From an optimization exercise on the open Yosys and OpenROAD flow, aimed at small area; shortcuts taken in it are not production practice. No activity file was given, so power comes from the tool's default toggle rates.

## old
==> flow/design.v <==
`timescale 1ns / 1ps
module top_UART (
	input  clk,
	input  rst,
	input  [8-1:0] status,
	input  [8-1:0] ram_dout,
	input  rx,
	output tx,
	output reg ram_we,
	output reg [8-1:0] ram_din,
	output reg [16-1:0] ram_addr,
	output reg [8-1:0] command
);
localparam [2:0] R_IDLE = 3'd0, R_START = 3'd1, R_READ = 3'd2, R_STOP = 3'd3,
                 R_RECV = 3'd4, R_ERR = 3'd5, R_DELAY = 3'd6;
reg [2:0]  rs;       
reg [10:0] rc;       
reg [8:0]  rsr;      
wire r_ev_half = rc == 11'b11100100101;    
wire r_ev_bit  = rc == 11'b00010101000;    
wire r_ev_rest = rc == 11'b10010111111;    
wire received = rs == R_RECV;
wire [7:0] rx_byte = rsr[8:1];
always @(posedge clk) begin
	if (rst)
		rs <= R_IDLE;
	else case (rs)
		R_IDLE:  if (!rx) rs <= R_START;
		R_START: if (r_ev_half) rs <= rx ? R_ERR : R_READ;
		R_READ:  if (r_ev_bit && rsr[1]) rs <= R_STOP;
		R_STOP:  if (r_ev_bit) rs <= rx ? R_RECV : R_ERR;
		R_RECV:  rs <= R_IDLE;
		R_ERR:   rs <= R_DELAY;
		R_DELAY: if (r_ev_rest) rs <= R_IDLE;
		default: rs <= R_IDLE;
	endcase
end
always @(posedge clk) begin
	if (rs == R_IDLE || rs == R_ERR ||
	    (rs == R_START && r_ev_half) || ((rs == R_READ || rs == R_STOP) && r_ev_bit))
		rc <= 11'd0;
	else
		rc <= {rc[9:0], ~(rc[10] ^ rc[8])};
	if (rs == R_START)
		rsr <= 9'h100;
	else if (rs == R_READ && r_ev_bit)
		rsr <= {rx, rsr[8:1]};
end
reg [3:0] tp;        
reg [9:0] tc;        
reg [7:0] tb;        
reg       t1;        
wire is_tx  = tp != 4'd0;
wire t_ev   = tc == 10'b1100011010;       
wire t_data = tp >= 4'd2 && tp <= 4'd9;
assign tx = (tp == 4'd1) ? 1'b0 : t_data ? tb[0] : 1'b1;
always @(posedge clk) begin
	if (rst)
		tp <= 4'd0;
	else if (!is_tx) begin
		if (t1) tp <= 4'd1;
	end else if (t_ev)
		tp <= (tp == 4'd11) ? 4'd0 : tp + 1'b1;
	if (!is_tx || t_ev)
		tc <= 10'd0;
	else
		tc <= {tc[8:0], ~(tc[9] ^ tc[6])};
end
localparam [3:0] IDLE = 4'd0, CHK_HEAD = 4'd1, WR_COMMAND = 4'd2, SND_PKT = 4'd3,
                 SND_HEAD = 4'd4, TRANS = 4'd5, WR_MEMORY = 4'd6, RD_MEMORY = 4'd7,
                 CALC_LNA = 4'd8,    
                 SNT_LNA = 4'd12;    
localparam [1:0] H_C = 2'd0, H_S = 2'd1, H_W = 2'd3, H_R = 2'd2;
reg [3:0]  st;
reg [1:0]  hd;       
reg [31:0] la;       
wire [15:0] len  = la[31:16];
wire [15:0] addr = la[15:0];
wire        wr = st == WR_MEMORY;
reg  [15:0] diff, addr_inc;
reg         cy, c8;
integer     i;
always @(*) begin
	cy = wr;
	for (i = 0; i < 8; i = i + 1) begin
		diff[i] = ram_addr[i] ^ ~addr[i] ^ cy;
		cy = (ram_addr[i] & ~addr[i]) | (cy & (ram_addr[i] ^ ~addr[i]));
	end
	c8 = cy;
	cy = c8_r;
	for (i = 8; i < 16; i = i + 1) begin
		diff[i] = ram_addr[i] ^ ~addr[i] ^ cy;
		cy = (ram_addr[i] & ~addr[i]) | (cy & (ram_addr[i] ^ ~addr[i]));
	end
	cy = 1'b1;
	for (i = 0; i < 16; i = i + 1) begin
		addr_inc[i] = ram_addr[i] ^ cy;
		cy = cy & ram_addr[i];
	end
end
reg c8_r;
always @(posedge clk) c8_r <= c8;
wire len_max = &len;
wire last = !wr ? (diff == len) : ram_we ? (diff == len) : len_max;
wire [7:0] head_byte = {3'b011, hd != H_C, 1'b0, hd == H_W, 1'b1, hd != H_R};
always @(posedge clk) begin
	if (rst) begin
		st <= IDLE;
		ram_we <= 1'b0;
		ram_addr <= 16'h0000;
		t1 <= 1'b0;
		ram_din <= 8'h00;
		command <= 8'h00;
	end else begin
		if (is_tx && t_ev && t_data)
			tb <= {tb[0], tb[7:1]};
		casez (st)
		IDLE: begin
			ram_we <= 1'b0;
			ram_addr <= 16'h0000;
			if (is_tx) t1 <= 1'b0;
			if (received && rx_byte == 8'h70) st <= CHK_HEAD;
		end
		CHK_HEAD: if (received) begin
			case (rx_byte)
			8'h63: begin hd <= H_C; st <= WR_COMMAND; end
			8'h73: begin hd <= H_S; st <= SND_PKT; end
			8'h77:  begin hd <= H_W; st <= CALC_LNA; end
			8'h72:  begin hd <= H_R; st <= CALC_LNA; end
			default:  st <= IDLE;
			endcase
		end
		WR_COMMAND: if (received) begin
			command <= rx_byte;
			st <= SND_PKT;
		end
		SND_PKT: begin
			if (is_tx) t1 <= 1'b0;
			else if (!t1) begin
				t1 <= 1'b1;
				tb <= 8'h70;
				st <= SND_HEAD;
			end
		end
		SND_HEAD: begin
			if (is_tx) t1 <= 1'b0;
			else if (!t1) begin
				t1 <= 1'b1;
				tb <= head_byte;
				st <= TRANS;
			end
		end
		TRANS: begin
			if (is_tx) t1 <= 1'b0;
			else if (hd[1]) begin
				st <= SNT_LNA;
				t1 <= 1'b0;
			end else if (!t1) begin
				tb <= hd[0] ? status : command;
				t1 <= 1'b1;
				st <= IDLE;
			end
		end
		4'b10??: if (received) begin     
			la <= {la[23:0], rx_byte};
			if (st[1:0] == 2'd3) begin
				ram_addr <= {la[7:0], rx_byte};
				st <= hd[0] ? WR_MEMORY : SND_PKT;
			end else
				st <= st + 1'b1;
		end
		4'b11??: begin                   
			if (is_tx) t1 <= 1'b0;
			else if (!t1) begin
				t1 <= 1'b1;
				tb <= la[31:24];
				la <= {la[23:0], la[31:24]};
				if (st[1:0] == 2'd3)
					st <= hd[0] ? IDLE : RD_MEMORY;
				else
					st <= st + 1'b1;
			end
		end
		RD_MEMORY: begin
			if (is_tx) t1 <= 1'b0;
			else if (!t1) begin
				if (!last) begin
					t1 <= 1'b1;
					tb <= ram_dout;
					ram_addr <= addr_inc;
				end else begin
					ram_addr <= 16'h0000;
					st <= IDLE;
				end
			end
		end
		WR_MEMORY: begin
			if (ram_we) ram_addr <= addr_inc;
			if (!last) begin
				if (received) begin
					ram_din <= rx_byte;
					ram_we <= 1'b1;
				end else
					ram_we <= 1'b0;
			end else begin
				ram_we <= 1'b0;
				ram_din <= 8'h00;
				st <= SND_PKT;
			end
		end
		endcase
	end
end
endmodule
Settings: LEC_CHECK=0, CAP_MARGIN=20, CORE_MARGIN=2, CORE_UTILIZATION=40, SLEW_MARGIN=20; clock period 5.0 ns.
run.sh (not shown) runs the stock make flow with config.mk's settings and CLKGATE_MAP_FILE= SYNTH_SCRIPT=/design/flow/synth_recipe.tcl, a recipe that flattens the netlist after the stock synthesis.
old ran in full, but the layout does not pass; the checks complain about negative setup slack.
The inputs of new differ from those of old as listed below.
--- a/flow/design.v
+++ b/flow/design.v
@@ -46,21 +46,21 @@
 	else if (rs == R_READ && r_ev_bit)
 		rsr <= {rx, rsr[8:1]};
 end
-reg [3:0] tp;        
+localparam [3:0] T_IDLE = 4'd2, T_START = 4'd7;
+reg [3:0] tp;
 reg [9:0] tc;        
 reg [7:0] tb;        
 reg       t1;        
-wire is_tx  = tp != 4'd0;
+wire is_tx  = tp != T_IDLE;
 wire t_ev   = tc == 10'b1100011010;       
-wire t_data = tp >= 4'd2 && tp <= 4'd9;
-assign tx = (tp == 4'd1) ? 1'b0 : t_data ? tb[0] : 1'b1;
+assign tx = tp[3] ? tb[tp[2:0]] : tp != T_START;
 always @(posedge clk) begin
 	if (rst)
-		tp <= 4'd0;
+		tp <= T_IDLE;
 	else if (!is_tx) begin
-		if (t1) tp <= 4'd1;
+		if (t1) tp <= T_START;
 	end else if (t_ev)
-		tp <= (tp == 4'd11) ? 4'd0 : tp + 1'b1;
+		tp <= tp + 1'b1;
 	if (!is_tx || t_ev)
 		tc <= 10'd0;
 	else
@@ -78,7 +78,7 @@
 wire [15:0] addr = la[15:0];
 wire        wr = st == WR_MEMORY;
 reg  [15:0] diff, addr_inc;
-reg         cy, c8;
+reg         cy, c8, c8_r, zero_r;
 integer     i;
 always @(*) begin
 	cy = wr;
@@ -98,10 +98,12 @@
 		cy = cy & ram_addr[i];
 	end
 end
-reg c8_r;
-always @(posedge clk) c8_r <= c8;
+always @(posedge clk) begin
+	c8_r <= c8;
+	zero_r <= diff == len;
+end
 wire len_max = &len;
-wire last = !wr ? (diff == len) : ram_we ? (diff == len) : len_max;
+wire last = (!wr || ram_we) ? zero_r : len_max;
 wire [7:0] head_byte = {3'b011, hd != H_C, 1'b0, hd == H_W, 1'b1, hd != H_R};
 always @(posedge clk) begin
 	if (rst) begin
@@ -112,8 +114,6 @@
 		ram_din <= 8'h00;
 		command <= 8'h00;
 	end else begin
-		if (is_tx && t_ev && t_data)
-			tb <= {tb[0], tb[7:1]};
 		casez (st)
 		IDLE: begin
 			ram_we <= 1'b0;
Results
Changes observed in new relative to old: combinational share of power now larger, cell row count now smaller. In the reports for old and new, the larger actual slew at the worst max-slew pin belongs to old. Compared with old, in new maximum fanout count along the critical path +1; synthesized cell count fell 73. Across old and new, a clean result was obtained everywhere but in old. Cells: new has fewer instances than old. new vs old, fmax went up by 6.4%. Number of vias in the routed layout: new vs old down 622. Cmp new vs old: total wire length lower in new. Between new and old, the clock skew does not differ in any meaningful way. On required arrival time at the worst endpoint, old and new are neck and neck. old -> new: total number of sequential cells increased slightly. Sort old and new by non-clock buffering overhead in the final layout, descending, and old comes first.
Function was not checked in any run of this note: the RTL went through the layout flow alone.


top_UART, a different RTL version from the one above (not shown whole).
For scale: ~570 cells after synthesis, ~53 I/O pins, roughly 5400 um2 of cells after synthesis.
==> module top_UART, before the edit <==
module top_UART (
	input  clk,
	input  rst,
	input  [8-1:0] status,
	input  [8-1:0] ram_dout,
	input  rx,
	output tx,
	output reg ram_we,
	output reg [8-1:0] ram_din,
	output reg [16-1:0] ram_addr,
	output reg [8-1:0] command
);
localparam [2:0] R_IDLE = 3'd0, R_START = 3'd1, R_READ = 3'd2, R_STOP = 3'd3,
                 R_RECV = 3'd4, R_ERR = 3'd5, R_WAIT1 = 3'd6, R_WAIT2 = 3'd7;
reg [2:0] rs;        
reg [9:0] rc;        
reg [8:1] rsr;       
wire r_ev_half = rc == 10'b0110001110;    
wire r_ev_bit  = rc == 10'b1100011010;    
wire r_ev_bit1 = rc == 10'b1110001101;    
wire received = rs == R_RECV;
wire [7:0] rx_byte = rsr;
always @(posedge clk) begin
	if (rst)
		rs <= R_IDLE;
	else case (rs)
		R_IDLE:  if (!rx) rs <= R_START;
		R_START: if (r_ev_half) rs <= rx ? R_ERR : R_READ;
		R_READ:  if (r_ev_bit && rsr[1]) rs <= R_STOP;
		R_STOP:  if (r_ev_bit) rs <= rx ? R_RECV : R_ERR;
		R_RECV:  rs <= R_IDLE;
		R_ERR:   rs <= R_WAIT1;
		R_WAIT1: if (r_ev_bit) rs <= R_WAIT2;
		R_WAIT2: if (r_ev_bit1) rs <= R_IDLE;
	endcase
end
always @(posedge clk) begin
	if (rs == R_IDLE || rs == R_ERR || (rs == R_START && r_ev_half) ||
	    ((rs == R_READ || rs == R_STOP || rs == R_WAIT1) && r_ev_bit))
		rc <= 10'd0;
	else
		rc <= {rc[8:0], ~(rc[9] ^ rc[6])};
	if (rs == R_START)
		rsr <= 8'h80;
	else if (rs == R_READ && r_ev_bit)
		rsr <= {rx, rsr[8:2]};
end
localparam [3:0] T_IDLE = 4'd2, T_START = 4'd7;
reg [3:0] tp;
reg [9:0] tc;        
reg [7:0] tb;        
reg       t1;        
wire is_tx  = tp != T_IDLE;
wire t_ev   = tc == 10'b1100011010;       
assign tx = tp[3] ? tb[tp[2:0]] : tp != T_START;
always @(posedge clk) begin
	if (rst)
		tp <= T_IDLE;
	else if (!is_tx) begin
		if (t1) tp <= T_START;
	end else if (t_ev)
		tp <= tp + 1'b1;
	if (!is_tx || t_ev)
		tc <= 10'd0;
	else
		tc <= {tc[8:0], ~(tc[9] ^ tc[6])};
end
localparam [3:0] IDLE = 4'd2, CHK_HEAD = 4'd5, WR_COMMAND = 4'd1, SND_PKT = 4'd7,
                 SND_HEAD = 4'd0, TRANS = 4'd4, WR_MEMORY = 4'd3, RD_MEMORY = 4'd6,
                 CALC_LNA = 4'd8,    
                 SNT_LNA = 4'd12;    
localparam [1:0] H_C = 2'd0, H_S = 2'd1, H_W = 2'd3, H_R = 2'd2;
reg [3:0]  st;
reg [1:0]  hd;       
reg [31:0] la;       
wire [15:0] len  = la[31:16];
wire [15:0] addr = la[15:0];
wire        wr = st == WR_MEMORY;
wire        rd_go = st == RD_MEMORY && !is_tx && !t1;    
wire        addr_step;                                   
wire        addr_zero;                                   
wire        addr_load = st == CALC_LNA + 4'd3 && received;
reg  [15:0] diff, addr_inc;
reg         cy, c8, c8_r, zero_lo_r, zero_hi_r, wr_r;
integer     i;
always @(*) begin
	cy = wr_r;
	for (i = 0; i < 8; i = i + 1) begin
		diff[i] = ram_addr[i] ^ ~addr[i] ^ cy;
		cy = (ram_addr[i] & ~addr[i]) | (cy & (ram_addr[i] ^ ~addr[i]));
	end
	c8 = cy;
	cy = c8_r;
	for (i = 8; i < 16; i = i + 1) begin
		diff[i] = ram_addr[i] ^ ~addr[i] ^ cy;
		cy = (ram_addr[i] & ~addr[i]) | (cy & (ram_addr[i] ^ ~addr[i]));
	end
	cy = addr_step;
	for (i = 0; i < 16; i = i + 1) begin
		addr_inc[i] = ram_addr[i] ^ cy;
		cy = cy & ram_addr[i];
	end
end
always @(posedge clk) begin
	wr_r <= wr;
	c8_r <= c8;
	zero_lo_r <= diff[7:0] == len[7:0];
	zero_hi_r <= diff[15:8] == len[15:8];
end
wire len_max = &len;
wire last = (!wr || ram_we) ? zero_lo_r && zero_hi_r : len_max;
assign addr_step = (rd_go && !last) || (wr && ram_we);
assign addr_zero = st == IDLE || (rd_go && last);
always @(posedge clk) begin
	if (rst || addr_zero)
		ram_addr <= 16'h0000;
	else if (addr_load)
		ram_addr <= {la[7:0], rx_byte};
	else
		ram_addr <= addr_inc;
end
wire [7:0] head_byte = {3'b011, hd != H_C, 1'b0, hd == H_W, 1'b1, hd != H_R};
always @(posedge clk) begin
	if (rst) begin
		st <= IDLE;
		ram_we <= 1'b0;
		t1 <= 1'b0;
		ram_din <= 8'h00;
		command <= 8'h00;
	end else begin
		casez (st)
		IDLE: begin
			ram_we <= 1'b0;
			if (is_tx) t1 <= 1'b0;
			if (received && rx_byte == 8'h70) st <= CHK_HEAD;
		end
		CHK_HEAD: if (received) begin
			case (rx_byte)
			8'h63: begin hd <= H_C; st <= WR_COMMAND; end
			8'h73: begin hd <= H_S; st <= SND_PKT; end
			8'h77:  begin hd <= H_W; st <= CALC_LNA; end
			8'h72:  begin hd <= H_R; st <= CALC_LNA; end
			default:  st <= IDLE;
			endcase
		end
		WR_COMMAND: if (received) begin
			command <= rx_byte;
			st <= SND_PKT;
		end
		SND_PKT: begin
			if (is_tx) t1 <= 1'b0;
			else if (!t1) begin
				t1 <= 1'b1;
				tb <= 8'h70;
				st <= SND_HEAD;
			end
		end
		SND_HEAD: begin
			if (is_tx) t1 <= 1'b0;
			else if (!t1) begin
				t1 <= 1'b1;
				tb <= head_byte;
				st <= TRANS;
			end
		end
		TRANS: begin
			if (is_tx) t1 <= 1'b0;
			else if (hd[1]) begin
				st <= SNT_LNA;
				t1 <= 1'b0;
			end else if (!t1) begin
				tb <= hd[0] ? status : command;
				t1 <= 1'b1;
				st <= IDLE;
			end
		end
		4'b10??: if (received) begin     
			la <= {la[23:0], rx_byte};
			if (st[1:0] == 2'd3) begin
				st <= hd[0] ? WR_MEMORY : SND_PKT;
			end else
				st <= st + 1'b1;
		end
		4'b11??: begin                   
			if (is_tx) t1 <= 1'b0;
			else if (!t1) begin
				t1 <= 1'b1;
				tb <= la[31:24];
				la <= {la[23:0], la[31:24]};
				if (st[1:0] == 2'd3)
					st <= hd[0] ? IDLE : RD_MEMORY;
				else
					st <= st + 1'b1;
			end
		end
		RD_MEMORY: begin
			if (is_tx) t1 <= 1'b0;
			else if (!t1) begin
				if (!last) begin
					t1 <= 1'b1;
					tb <= ram_dout;
				end else begin
					st <= IDLE;
				end
			end
		end
		WR_MEMORY: begin
			if (!last) begin
				if (received) begin
					ram_din <= rx_byte;
					ram_we <= 1'b1;
				end else
					ram_we <= 1'b0;
			end else begin
				ram_we <= 1'b0;
				ram_din <= 8'h00;
				st <= SND_PKT;
			end
		end
		endcase
	end
end
endmodule
export LEC_CHECK = 0
export ABC_AREA = 1
export CAP_MARGIN = 20
export CORE_MARGIN = 2
export CORE_UTILIZATION = 40
export SLEW_MARGIN = 20
create_clock -name core_clock -period 5.0 [get_ports {clk}]
standard.sh (not shown) runs the stock make flow with config.mk's settings and CLKGATE_MAP_FILE= SYNTH_SCRIPT=/design/flow/synth_recipe.tcl, a recipe that flattens the netlist after the stock synthesis.
==> flow/flow/run.sh <==
#!/bin/bash
# Layout flow: the standard ORFS flow (standard.sh) with three changes:
#  - synthesis maps the logic with an area-oriented ABC script (abc_area.script
#    beside this file, used through ABC_AREA=1 from config.mk); registers and
#    everything else in synthesis are as in the standard flow;
#  - each port gets a sky130_fd_sc_hd__buf_1 as its port buffer;
#  - the clock tree is built from small clock buffers, without dummy loads.
# The ORFS scripts are used from a copy in the work folder that differs only
# in abc_area.script. All tool output goes to standard.log in the work folder.
set -euo pipefail
here=$(pwd)
rm -rf "$here/orfs_scripts"
cp -r "$FLOW_HOME/scripts" "$here/orfs_scripts"
cp "$here/flow/abc_area.script" "$here/orfs_scripts/abc_area.script"
export SCRIPTS_DIR="$here/orfs_scripts"
export BUFFER_PORTS_ARGS="-buffer_cell sky130_fd_sc_hd__buf_1"
export CTS_ARGS="-sink_clustering_enable -repair_clock_nets -buf_list sky130_fd_sc_hd__clkbuf_4 -root_buf sky130_fd_sc_hd__clkbuf_8 -dont_use_dummy_load"
bash standard.sh > standard.log 2>&1
==> flow/flow/abc_area.script <==
strash
dch -f
map -a
strash
dch -f
amap
topo
Change:
--- a/flow/design.v
+++ b/flow/design.v
@@ -15,13 +15,13 @@
                  R_RECV = 3'd4, R_ERR = 3'd5, R_WAIT1 = 3'd6, R_WAIT2 = 3'd7;
 reg [2:0] rs;        
 reg [9:0] rc;        
 reg [8:1] rsr;       
 wire r_ev_half = rc == 10'b0110001110;    
 wire r_ev_bit  = rc == 10'b1100011010;    
-wire r_ev_bit1 = rc == 10'b1110001101;    
+wire r_ev      = rs == R_START ? r_ev_half : r_ev_bit;
 wire received = rs == R_RECV;
 wire [7:0] rx_byte = rsr;
 always @(posedge clk) begin
 	if (rst)
 		rs <= R_IDLE;
 	else case (rs)
@@ -29,18 +29,17 @@
 		R_START: if (r_ev_half) rs <= rx ? R_ERR : R_READ;
 		R_READ:  if (r_ev_bit && rsr[1]) rs <= R_STOP;
 		R_STOP:  if (r_ev_bit) rs <= rx ? R_RECV : R_ERR;
 		R_RECV:  rs <= R_IDLE;
 		R_ERR:   rs <= R_WAIT1;
 		R_WAIT1: if (r_ev_bit) rs <= R_WAIT2;
-		R_WAIT2: if (r_ev_bit1) rs <= R_IDLE;
+		R_WAIT2: if (r_ev_bit) rs <= R_IDLE;
 	endcase
 end
 always @(posedge clk) begin
-	if (rs == R_IDLE || rs == R_ERR || (rs == R_START && r_ev_half) ||
-	    ((rs == R_READ || rs == R_STOP || rs == R_WAIT1) && r_ev_bit))
+	if (rs == R_IDLE || r_ev)
 		rc <= 10'd0;
 	else
 		rc <= {rc[8:0], ~(rc[9] ^ rc[6])};
 	if (rs == R_START)
 		rsr <= 8'h80;
 	else if (rs == R_READ && r_ev_bit)
@@ -93,15 +92,15 @@
 	c8 = cy;
 	cy = c8_r;
 	for (i = 8; i < 16; i = i + 1) begin
 		diff[i] = ram_addr[i] ^ ~addr[i] ^ cy;
 		cy = (ram_addr[i] & ~addr[i]) | (cy & (ram_addr[i] ^ ~addr[i]));
 	end
-	cy = addr_step;
+	cy = 1'b1;       
 	for (i = 0; i < 16; i = i + 1) begin
-		addr_inc[i] = ram_addr[i] ^ cy;
+		addr_inc[i] = ram_addr[i] ^ (addr_step & cy);
 		cy = cy & ram_addr[i];
 	end
 end
 always @(posedge clk) begin
 	wr_r <= wr;
 	c8_r <= c8;
The new run completed with no timing, DRC or antenna violations.
Wire length grows slightly.
Setup slack is better by 0.12 ns.
Utilization shrinks by 1.7 points.
Combinational power shrinks by a quarter to a third.
Total power shrinks by a little under a tenth.
Hold slack is better by 0.0065 ns.
Sequential power stays flat.
Area after synthesis is about the same.
Design area shrinks by a few percent.
Register-to-register slack is better by 0.12 ns.
No functional check of the RTL was part of any run of this note.

==> what the ideal ports hide <==
The results above use ideal ports. As a check the final layouts listed here were re-extracted and re-timed, cells and wires unchanged.
Step 1 (the two cells are an assumption about what drives the block):
set clk [get_ports {clk}]
set_driving_cell -lib_cell sky130_fd_sc_hd__clkbuf_16 $clk
set_driving_cell -lib_cell sky130_fd_sc_hd__buf_2 [delete_from_list [all_inputs] $clk]
Step 2 adds t to the input delays and takes it off the output delays; t is the mean of the earliest and latest rising clock arrival at the registers after step 1. Input paths then give back, and output paths get back, about the clock's delay inside the block.
Slacks: no drivers / after step 1 / after step 2; pairs: no drivers / after step 1.
| run | t (ns) | slack for setup (ns) | cell pins on the clock port's net |
|---|---|---|---|
| old | 0.458 | -0.059 / -0.059 / -0.059 | 1 |
| new | 0.465 | 0.246 / 0.246 / 0.246 | 1 |
| the first run of note 2 | 0.436 | 0.248 / 0.248 / 0.248 | 1 |
| the second run of note 2 | 0.440 | 0.367 / 0.367 / 0.367 | 1 |
